This is an optimization exercise on Yosys and OpenROAD, whose aim is small area and a short achievable clock period, not a production implementation.
At most, simulation tests tie the RTL to the original design; equivalence was not proved.
Power figures rest on the tool's default switching activity, not on a simulated workload.

== v23 ==
==> module neural_predictor, before the edit <==
module neural_predictor(input clk, input rst, input current_pc_valid, input [15:0] current_pc,
	input result_valid, input [15:0] result_pc, input result,
	output current_should_jump);
	reg [7:0] history;
	reg [575:0] wt;
	reg [7:0] slot_valid;
	reg [7:0] slot_neg;
	reg [7:0] slot_small;
	reg [2:0] wp;
	reg [2:0] rp;
	reg x0, x1, x2, x3, y0, y1;
	wire [3:0] cnt_next = (!history[0] + !history[1] + !history[2] + !history[3])
	                    + (!history[4] + !history[5] + !history[6] + !result);
	wire ny0 = cnt_next >= 4'd2;
	wire ny1 = cnt_next >= 4'd4;
	wire [3:0] npa = cnt_next - {2'd0, ny0 & ny1, ny0 ^ ny1, 1'b0};
	wire [7:0] cp_oh = 8'd1 << current_pc[2:0];
	wire [7:0] r_oh = 8'd1 << result_pc[2:0];
	wire [7:0] cw [0:8];
	genvar p, k, l;
	generate
		for (k = 0; k < 9; k = k + 1) begin : rd
			wire [7:0] ca [0:8];
			assign ca[0] = 8'd0;
			for (p = 0; p < 8; p = p + 1) begin : o
				assign ca[p+1] = ca[p] | (wt[(p*9+k)*8 +: 8] & {8{cp_oh[p]}});
			end
			assign cw[k] = ca[8];
		end
	endgenerate
	wire [7:0] op [0:8];
	assign op[0] = cw[0];
	generate
		for (k = 1; k < 9; k = k + 1) begin : sel
			assign op[k] = cw[k] ^ {8{~history[k-1]}};
		end
	endgenerate
	wire [11:0] ts, tc;
	csa_tree tree(op[0], op[1], op[2], op[3], op[4], op[5], op[6], op[7], op[8],
		x0, x1, x2, y0, y1, ts, tc);
	wire [11:0] gg [0:4];
	wire [11:0] pp [0:4];
	assign gg[0] = (ts & tc) | {11'd0, (ts[0] ^ tc[0]) & x3};
	assign pp[0] = ts ^ tc;
	generate
		for (l = 0; l < 4; l = l + 1) begin : ks
			for (k = 0; k < 12; k = k + 1) begin : b
				if (k >= (1 << l)) begin : c
					assign gg[l+1][k] = gg[l][k] | (pp[l][k] & gg[l][k - (1 << l)]);
					assign pp[l+1][k] = pp[l][k] & pp[l][k - (1 << l)];
				end else begin : n
					assign gg[l+1][k] = gg[l][k];
					assign pp[l+1][k] = pp[l][k];
				end
			end
		end
	endgenerate
	wire [11:0] y = pp[0] ^ {gg[4][10:0], x3};
	wire zero = &(pp[0] ~^ {ts[10:0] | tc[10:0], x3});
	assign current_should_jump = ~y[11] & ~zero;
	wire cur_neg = y[11];
	wire cur_small = $signed(y) >= -12'sd28 && $signed(y) <= 12'sd28;
	wire pop_valid = result_valid & slot_valid[rp];
	wire s_neg = slot_neg[rp];
	wire s_small = slot_small[rp];
	wire train = pop_valid & (s_small | (result ? s_neg : ~s_neg));
	wire [7:0] rw [0:8];   
	wire [7:0] nw [0:8];
	generate
		for (k = 0; k < 9; k = k + 1) begin : upd
			wire [7:0] ra [0:8];
			assign ra[0] = 8'd0;
			for (p = 0; p < 8; p = p + 1) begin : o
				assign ra[p+1] = ra[p] | (wt[(p*9+k)*8 +: 8] & {8{r_oh[p]}});
			end
			assign rw[k] = ra[8];
			assign nw[k] = rst ? 8'd0 : (rw[k] + {{7{~result}}, 1'b1});
		end
		for (p = 0; p < 8; p = p + 1) begin : wr
			for (k = 0; k < 9; k = k + 1) begin : wk
				wire hbit;
				if (k == 0) begin : b
					assign hbit = 1'b1;
				end else begin : h
					assign hbit = history[k-1];
				end
				always @(posedge clk)
					if (rst | (train & r_oh[p] & hbit))
						wt[(p*9+k)*8 +: 8] <= nw[k];
			end
		end
	endgenerate
	always @(posedge clk) begin
		if (rst) begin
			history <= 8'd0;
			{x0, x1, x2, x3, y0, y1} <= 6'b111111;
			slot_valid <= 8'd0;
			wp <= 3'd0;
			rp <= 3'd0;
		end else begin
			if (pop_valid) begin
				history <= {history[6:0], result};
				{x0, x1, x2, x3, y0, y1} <= {npa > 4'd0, npa > 4'd1, npa > 4'd2, npa > 4'd3, ny0, ny1};
			end
			if (current_pc_valid) begin
				slot_valid[wp] <= 1'b1;
				slot_neg[wp] <= cur_neg;
				slot_small[wp] <= cur_small;
				wp <= wp + 3'd1;
			end
			if (result_valid) begin
				slot_valid[rp] <= 1'b0;
				rp <= rp + 3'd1;
			end
		end
	end
endmodule
make LEC_CHECK=0 CAP_MARGIN=20 CORE_MARGIN=2 CORE_UTILIZATION=35 CTS_BUF_LIST=sky130_fd_sc_hd__clkbuf_16 CTS_CLUSTER_DIAMETER=80 CTS_CLUSTER_SIZE=28 PLACE_DENSITY=0.55 SETUP_SLACK_MARGIN=5 SLEW_MARGIN=20 finish   # period 17.0 ns
run.sh (not shown) runs the stock make flow with config.mk's settings and CLKGATE_MAP_FILE= SYNTH_SCRIPT=/design/flow/synth_recipe.tcl, a recipe that flattens the netlist after the stock synthesis.
Modified inputs, v3 compared to v23
--- a/flow/design.v
+++ b/flow/design.v
@@ -59,7 +59,7 @@
 	wire zero = &(pp[0] ~^ {ts[10:0] | tc[10:0], x3});
 	assign current_should_jump = ~y[11] & ~zero;
 	wire cur_neg = y[11];
-	wire cur_small = $signed(y) >= -12'sd28 && $signed(y) <= 12'sd28;
+	wire cur_small = (y + 12'd28) <= 12'd56;
 	wire pop_valid = result_valid & slot_valid[rp];
 	wire s_neg = slot_neg[rp];
 	wire s_small = slot_small[rp];
Results
Worst path setup slack after routing delta for v3 relative to v23: 0.15 ns higher
Worst-case reg-to-reg path depth, v3 and v23, lower one = v23.
[compare] base=v23 new=v3: clock latency on the worst-skew pair -0.04 ns; layout cell share with drive strength beyond 1 -0.69 points; worst hold slack +0.0034 ns; buffer count excluding the clock tree in the final layout -about 7%; maximum clock skew at final layout +0.028 ns.
~same post-route cell area in v3 and v23
The RTL of v23 was laid out without a check of its function.

---

Another version of the RTL of neural_predictor (not shown whole).
For scale: roughly 38 I/O pins.
==> module neural_predictor, before the edit <==
module neural_predictor(input clk, input rst, input current_pc_valid, input [15:0] current_pc,
	input result_valid, input [15:0] result_pc, input result,
	output current_should_jump);
	reg [7:0] history;
	reg [575:0] wt;
	reg [7:0] bh;
	reg [7:0] slot_valid;
	reg [7:0] slot_neg;
	reg [7:0] slot_small;
	reg [2:0] wp;
	reg [2:0] rp;
	reg x0, x1, x2, x3, y0, y1;
	wire [3:0] cnt_next = (!history[0] + !history[1] + !history[2] + !history[3])
	                    + (!history[4] + !history[5] + !history[6] + !result);
	wire ny0 = cnt_next >= 4'd2;
	wire ny1 = cnt_next >= 4'd4;
	wire [3:0] npa = cnt_next - {2'd0, ny0 & ny1, ny0 ^ ny1, 1'b0};
	wire [7:0] cp_oh = 8'd1 << current_pc[2:0];
	wire [7:0] r_oh = rst ? 8'd0 : 8'd1 << result_pc[2:0];
	wire [7:0] r_we = rst ? 8'hff : 8'd1 << result_pc[2:0];
	wire [7:0] cw [0:8];
	genvar p, k, l;
	generate
		for (k = 0; k < 9; k = k + 1) begin : rd
			wire [7:0] ca [0:8];
			assign ca[0] = 8'd0;
			for (p = 0; p < 8; p = p + 1) begin : o
				assign ca[p+1] = ca[p] | (wt[(p*9+k)*8 +: 8] & {8{cp_oh[p]}});
			end
			assign cw[k] = ca[8];
		end
	endgenerate
	wire cbh = |(bh & cp_oh);
	wire [7:0] op [1:8];
	wire [8:0] op0 = {cbh, cw[0]};
	generate
		for (k = 1; k < 9; k = k + 1) begin : sel
			assign op[k] = cw[k] ^ {8{~history[k-1]}};
		end
	endgenerate
	wire [11:0] ts, tc;
	csa_tree tree(op0, op[1], op[2], op[3], op[4], op[5], op[6], op[7], op[8],
		x0, x1, x2, y0, y1, ts, tc);
	wire [11:0] gg [0:4];
	wire [11:0] pp [0:4];
	assign gg[0] = (ts & tc) | {11'd0, (ts[0] | tc[0]) & x3};
	assign pp[0] = ts | tc;
	generate
		for (l = 0; l < 4; l = l + 1) begin : ks
			for (k = 0; k < 12; k = k + 1) begin : b
				if (k >= (1 << l)) begin : c
					assign gg[l+1][k] = gg[l][k] | (pp[l][k] & gg[l][k - (1 << l)]);
					assign pp[l+1][k] = pp[l][k] & pp[l][k - (1 << l)];
				end else begin : n
					assign gg[l+1][k] = gg[l][k];
					assign pp[l+1][k] = pp[l][k];
				end
			end
		end
	endgenerate
	assign current_should_jump = ~(ts[11] ^ tc[11] ^ gg[4][10]);
	wire [11:0] tv = ts ^ tc ^ {gg[4][10:0], x3};
	wire cur_neg = tv[11] & ~(&tv[10:0]);
	wire cur_small = (tv + 12'd29) <= 12'd56;
	wire pop_valid = result_valid & slot_valid[rp];
	wire s_neg = slot_neg[rp];
	wire s_small = slot_small[rp];
	wire train = pop_valid & (s_small | (result ? s_neg : ~s_neg));
	wire [7:0] rw [0:8];   
	wire [7:0] nw [0:8];
	wire [7:0] rb = rw[0] + 8'd1;
	wire [7:0] nb = rb + {{7{~result}}, 1'b1};
	wire [8:0] nb9 = {nb[7], nb} - 9'd1;
	wire nbh = rst | nb9[8];
	generate
		for (k = 0; k < 9; k = k + 1) begin : upd
			wire [7:0] ra [0:8];
			assign ra[0] = 8'd0;
			for (p = 0; p < 8; p = p + 1) begin : o
				assign ra[p+1] = ra[p] | (wt[(p*9+k)*8 +: 8] & {8{r_oh[p]}});
			end
			assign rw[k] = ra[8];
			if (k == 0) begin : nb
				assign nw[k] = rst ? 8'hff : nb9[7:0];
			end else begin : nk
				assign nw[k] = rw[k] + {{7{~result & ~rst}}, ~rst};
			end
		end
		for (p = 0; p < 8; p = p + 1) begin : wr
			for (k = 0; k < 9; k = k + 1) begin : wk
				wire hbit;
				if (k == 0) begin : b
					assign hbit = 1'b1;
				end else begin : h
					assign hbit = history[k-1];
				end
				always @(posedge clk)
					if ((rst | train) & r_we[p] & (rst | hbit))
						wt[(p*9+k)*8 +: 8] <= nw[k];
				if (k == 0) begin : bhr
					always @(posedge clk)
						if ((rst | train) & r_we[p])
							bh[p] <= nbh;
				end
			end
		end
	endgenerate
	always @(posedge clk) begin
		if (rst) begin
			history <= 8'd0;
			{x0, x1, x2, x3, y0, y1} <= 6'b111111;
			slot_valid <= 8'd0;
			wp <= 3'd0;
			rp <= 3'd0;
		end else begin
			if (pop_valid) begin
				history <= {history[6:0], result};
				{x0, x1, x2, x3, y0, y1} <= {npa > 4'd0, npa > 4'd1, npa > 4'd2, npa > 4'd3, ny0, ny1};
			end
			if (current_pc_valid) begin
				slot_valid[wp] <= 1'b1;
				slot_neg[wp] <= cur_neg;
				slot_small[wp] <= cur_small;
				wp <= wp + 3'd1;
			end
			if (result_valid) begin
				slot_valid[rp] <= 1'b0;
				rp <= rp + 3'd1;
			end
		end
	end
endmodule
clock: 17.0 ns
lec_check: 0
cap_margin: 20
core_margin: 2
core_utilization: 55
cts_buf_list: sky130_fd_sc_hd__clkbuf_16
cts_cluster_diameter: 80
cts_cluster_size: 28
place_density: 0.7
slew_margin: 20
standard.sh (not shown) runs the stock make flow with config.mk's settings and CLKGATE_MAP_FILE= SYNTH_SCRIPT=/design/flow/synth_recipe.tcl, a recipe that flattens the netlist after the stock synthesis.
==> flow/flow/run.sh <==
#!/bin/bash
# The standard layout, with timing repair aiming for 6 ns of setup slack.
set -euo pipefail
bash standard.sh SETUP_SLACK_MARGIN=6 finish > standard_finish.log 2>&1
==> next run, changes <==
--- a/flow/design.v
+++ b/flow/design.v
@@ -15,10 +15,9 @@
 	wire ny0 = cnt_next >= 4'd2;
 	wire ny1 = cnt_next >= 4'd4;
 	wire [3:0] npa = cnt_next - {2'd0, ny0 & ny1, ny0 ^ ny1, 1'b0};
 	wire [7:0] cp_oh = 8'd1 << current_pc[2:0];
-	wire [7:0] r_oh = rst ? 8'd0 : 8'd1 << result_pc[2:0];
-	wire [7:0] r_we = rst ? 8'hff : 8'd1 << result_pc[2:0];
+	wire [7:0] r_oh = 8'd1 << result_pc[2:0];
 	wire [7:0] cw [0:8];
 	genvar p, k, l;
 	generate
 		for (k = 0; k < 9; k = k + 1) begin : rd
@@ -82,9 +81,9 @@
 			assign rw[k] = ra[8];
 			if (k == 0) begin : nb
 				assign nw[k] = rst ? 8'hff : nb9[7:0];
 			end else begin : nk
-				assign nw[k] = rw[k] + {{7{~result & ~rst}}, ~rst};
+				assign nw[k] = rst ? 8'd0 : (rw[k] + {{7{~result}}, 1'b1});
 			end
 		end
 		for (p = 0; p < 8; p = p + 1) begin : wr
 			for (k = 0; k < 9; k = k + 1) begin : wk
@@ -94,13 +93,13 @@
 				end else begin : h
 					assign hbit = history[k-1];
 				end
 				always @(posedge clk)
-					if ((rst | train) & r_we[p] & (rst | hbit))
+					if (rst | (train & r_oh[p] & hbit))
 						wt[(p*9+k)*8 +: 8] <= nw[k];
 				if (k == 0) begin : bhr
 					always @(posedge clk)
-						if ((rst | train) & r_we[p])
+						if (rst | (train & r_oh[p]))
 							bh[p] <= nbh;
 				end
 			end
 		end
- The changed run finished with timing, DRC and antenna clean
- synthesized area increases by 1.7%
- setup slack gets worse by 0.013 ns
- cell area drops by 0.81%
- critical path depth does not change
- count of clock-buffer cells in the layout increases by 7
- cell count rose by 2.7%
- non-clock buffer count went down by 50
- core utilization fell by 1.7 points
No functional check of the RTL was part of any run of this note.

---

Another version of the RTL of neural_predictor (not shown whole).
For scale: about 620 flip-flops.
==> module neural_predictor, before the edit <==
module neural_predictor(input clk, input rst, input current_pc_valid, input [15:0] current_pc,
	input result_valid, input [15:0] result_pc, input result,
	output current_should_jump);
	reg [7:0] history;
	reg [575:0] wt;
	reg [7:0] slot_valid;
	reg [7:0] slot_neg;
	reg [7:0] slot_small;
	reg [2:0] wp;
	reg [2:0] rp;
	reg x0, x1, x2, x3, y0, y1;
	wire [3:0] cnt_next = (!history[0] + !history[1] + !history[2] + !history[3])
	                    + (!history[4] + !history[5] + !history[6] + !result);
	wire ny0 = cnt_next >= 4'd2;
	wire ny1 = cnt_next >= 4'd4;
	wire [3:0] npa = cnt_next - {2'd0, ny0 & ny1, ny0 ^ ny1, 1'b0};
	wire [7:0] cp_oh = 8'd1 << current_pc[2:0];
	wire [7:0] r_oh = 8'd1 << result_pc[2:0];
	wire [7:0] cp_ohn = ~cp_oh;
	wire [7:0] r_ohn = ~r_oh;
	wire [7:0] cw [0:8];
	genvar p, k, l;
	generate
		for (k = 0; k < 9; k = k + 1) begin : rd
			wire [7:0] ca [0:8];
			assign ca[0] = 8'hff;
			for (p = 0; p < 8; p = p + 1) begin : o
				assign ca[p+1] = ca[p] & (wt[(p*9+k)*8 +: 8] | {8{cp_ohn[p]}});
			end
			assign cw[k] = ca[8];
		end
	endgenerate
	wire [7:0] op [0:8];
	assign op[0] = cw[0];
	generate
		for (k = 1; k < 9; k = k + 1) begin : sel
			assign op[k] = cw[k] ^ {8{~history[k-1]}};
		end
	endgenerate
	wire [11:0] ts, tc;
	csa_tree tree(op[0], op[1], op[2], op[3], op[4], op[5], op[6], op[7], op[8],
		x0, x1, x2, y0, y1, ts, tc);
	wire [11:0] gg [0:4];
	wire [11:0] pp [0:4];
	assign gg[0] = (ts & tc) | {11'd0, (ts[0] ^ tc[0]) & x3};
	assign pp[0] = ts ^ tc;
	generate
		for (l = 0; l < 4; l = l + 1) begin : ks
			for (k = 0; k < 12; k = k + 1) begin : b
				if (k >= (1 << l)) begin : c
					assign gg[l+1][k] = gg[l][k] | (pp[l][k] & gg[l][k - (1 << l)]);
					assign pp[l+1][k] = pp[l][k] & pp[l][k - (1 << l)];
				end else begin : n
					assign gg[l+1][k] = gg[l][k];
					assign pp[l+1][k] = pp[l][k];
				end
			end
		end
	endgenerate
	wire [11:0] y = pp[0] ^ {gg[4][10:0], x3};
	wire zero = &(pp[0] ~^ {ts[10:0] | tc[10:0], x3});
	assign current_should_jump = ~y[11] & ~zero;
	wire cur_neg = y[11];
	wire cur_small = (y + 12'd28) <= 12'd56;
	wire pop_valid = result_valid & slot_valid[rp];
	wire s_neg = slot_neg[rp];
	wire s_small = slot_small[rp];
	wire train = pop_valid & (s_small | (result ? s_neg : ~s_neg));
	wire [7:0] rw [0:8];   
	wire [7:0] nw [0:8];
	generate
		for (k = 0; k < 9; k = k + 1) begin : upd
			wire [7:0] ra [0:8];
			assign ra[0] = 8'hff;
			for (p = 0; p < 8; p = p + 1) begin : o
				assign ra[p+1] = ra[p] & (wt[(p*9+k)*8 +: 8] | {8{r_ohn[p]}});
			end
			assign rw[k] = ra[8];
			assign nw[k] = rst ? 8'd0 : (rw[k] + {{7{~result}}, 1'b1});
		end
		for (p = 0; p < 8; p = p + 1) begin : wr
			for (k = 0; k < 9; k = k + 1) begin : wk
				wire hbit;
				if (k == 0) begin : b
					assign hbit = 1'b1;
				end else begin : h
					assign hbit = history[k-1];
				end
				always @(posedge clk)
					if (rst | (train & r_oh[p] & hbit))
						wt[(p*9+k)*8 +: 8] <= nw[k];
			end
		end
	endgenerate
	always @(posedge clk) begin
		if (rst) begin
			history <= 8'd0;
			{x0, x1, x2, x3, y0, y1} <= 6'b111111;
			slot_valid <= 8'd0;
			wp <= 3'd0;
			rp <= 3'd0;
		end else begin
			if (pop_valid) begin
				history <= {history[6:0], result};
				{x0, x1, x2, x3, y0, y1} <= {npa > 4'd0, npa > 4'd1, npa > 4'd2, npa > 4'd3, ny0, ny1};
			end
			if (current_pc_valid) begin
				slot_valid[wp] <= 1'b1;
				slot_neg[wp] <= cur_neg;
				slot_small[wp] <= cur_small;
				wp <= wp + 3'd1;
			end
			if (result_valid) begin
				slot_valid[rp] <= 1'b0;
				rp <= rp + 3'd1;
			end
		end
	end
endmodule
make LEC_CHECK=0 CAP_MARGIN=20 CORE_MARGIN=2 CORE_UTILIZATION=55 CTS_BUF_LIST=sky130_fd_sc_hd__clkbuf_16 CTS_CLUSTER_DIAMETER=80 CTS_CLUSTER_SIZE=28 PLACE_DENSITY=0.7 SETUP_SLACK_MARGIN=5 SLEW_MARGIN=20 finish   # period 17.0 ns
run.sh (not shown) runs the stock make flow with config.mk's settings and CLKGATE_MAP_FILE= SYNTH_SCRIPT=/design/flow/synth_recipe.tcl, a recipe that flattens the netlist after the stock synthesis.
Stock flow here: none of the scripts above is used.
Next try:
--- a/flow/design.v
+++ b/flow/design.v
@@ -15,17 +15,16 @@
 	wire ny1 = cnt_next >= 4'd4;
 	wire [3:0] npa = cnt_next - {2'd0, ny0 & ny1, ny0 ^ ny1, 1'b0};
 	wire [7:0] cp_oh = 8'd1 << current_pc[2:0];
-	wire [7:0] r_oh = 8'd1 << result_pc[2:0];
-	wire [7:0] cp_ohn = ~cp_oh;
-	wire [7:0] r_ohn = ~r_oh;
+	wire [7:0] r_oh = rst ? 8'd0 : 8'd1 << result_pc[2:0];
+	wire [7:0] r_we = rst ? 8'hff : 8'd1 << result_pc[2:0];
 	wire [7:0] cw [0:8];
 	genvar p, k, l;
 	generate
 		for (k = 0; k < 9; k = k + 1) begin : rd
 			wire [7:0] ca [0:8];
-			assign ca[0] = 8'hff;
+			assign ca[0] = 8'd0;
 			for (p = 0; p < 8; p = p + 1) begin : o
-				assign ca[p+1] = ca[p] & (wt[(p*9+k)*8 +: 8] | {8{cp_ohn[p]}});
+				assign ca[p+1] = ca[p] | (wt[(p*9+k)*8 +: 8] & {8{cp_oh[p]}});
 			end
 			assign cw[k] = ca[8];
 		end
@@ -71,12 +70,12 @@
 	generate
 		for (k = 0; k < 9; k = k + 1) begin : upd
 			wire [7:0] ra [0:8];
-			assign ra[0] = 8'hff;
+			assign ra[0] = 8'd0;
 			for (p = 0; p < 8; p = p + 1) begin : o
-				assign ra[p+1] = ra[p] & (wt[(p*9+k)*8 +: 8] | {8{r_ohn[p]}});
+				assign ra[p+1] = ra[p] | (wt[(p*9+k)*8 +: 8] & {8{r_oh[p]}});
 			end
 			assign rw[k] = ra[8];
-			assign nw[k] = rst ? 8'd0 : (rw[k] + {{7{~result}}, 1'b1});
+			assign nw[k] = rw[k] + {{7{~result & ~rst}}, ~rst};
 		end
 		for (p = 0; p < 8; p = p + 1) begin : wr
 			for (k = 0; k < 9; k = k + 1) begin : wk
@@ -87,7 +86,7 @@
 					assign hbit = history[k-1];
 				end
 				always @(posedge clk)
-					if (rst | (train & r_oh[p] & hbit))
+					if ((rst | train) & r_we[p] & (rst | hbit))
 						wt[(p*9+k)*8 +: 8] <= nw[k];
 			end
 		end
Result: The new run finished clean; via count came out lower by 11%; design area came out lower by 7.3%; register-to-register slack gets better by 0.14 ns; area after synthesis came out lower by 1.8%; non-clock buffer count came out lower by 95; setup slack gets better by 0.12 ns; die area came out lower by 1.8%; hold slack gets worse by 0.010 ns; cell count came out lower by 9.2%; core utilization came out lower by 4.1 points; power came out lower by 11%; global-route usage came out lower by 4.3 points; maximum frequency came out higher by 1.0%.
No functional check of the RTL was part of the first run of this note.

static timing again, ports no longer ideal:
In the flow no input, the clock included, has a driving cell. The finished layouts below were timed again as built, in two steps. Step 1 sets driving cells, clkbuf_16 on the clock port and buf_2 on the other inputs (assumed; they add their load-dependent delay and slew). Step 2 moves the port delays by t, midway between the first and last clock arrival at a register: inputs arrive t later, outputs are due t later. That takes back most of the time a late clock gives input paths. Slacks: no drivers / after step 1 / after step 2; pairs: no drivers / after step 1.
run | shift t [ns] | slack for setup (ns) | clock arrival spread, ns
v23 | 0.706 | 4.987 / 4.936 / 4.936 | 0.021 / 0.021
v3 | 0.651 | 5.136 / 5.103 / 5.103 | 0.049 / 0.049
the first run of note 2 | 0.679 | 5.348 / 5.220 / 5.220 | 0.026 / 0.026
the second run of note 2 | 0.659 | 5.334 / 5.285 / 5.285 | 0.031 / 0.031
the first run of note 3 | 0.691 | 5.051 / 4.965 / 4.965 | 0.024 / 0.024
the second run of note 3 | 0.685 | 5.169 / 5.139 / 5.139 | 0.036 / 0.035
After both steps setup and hold are still met in every run listed. For the first run of note 2, which loses most, drivers alone change the setup slack by -0.128 ns; drivers and shift together by -0.128 ns.
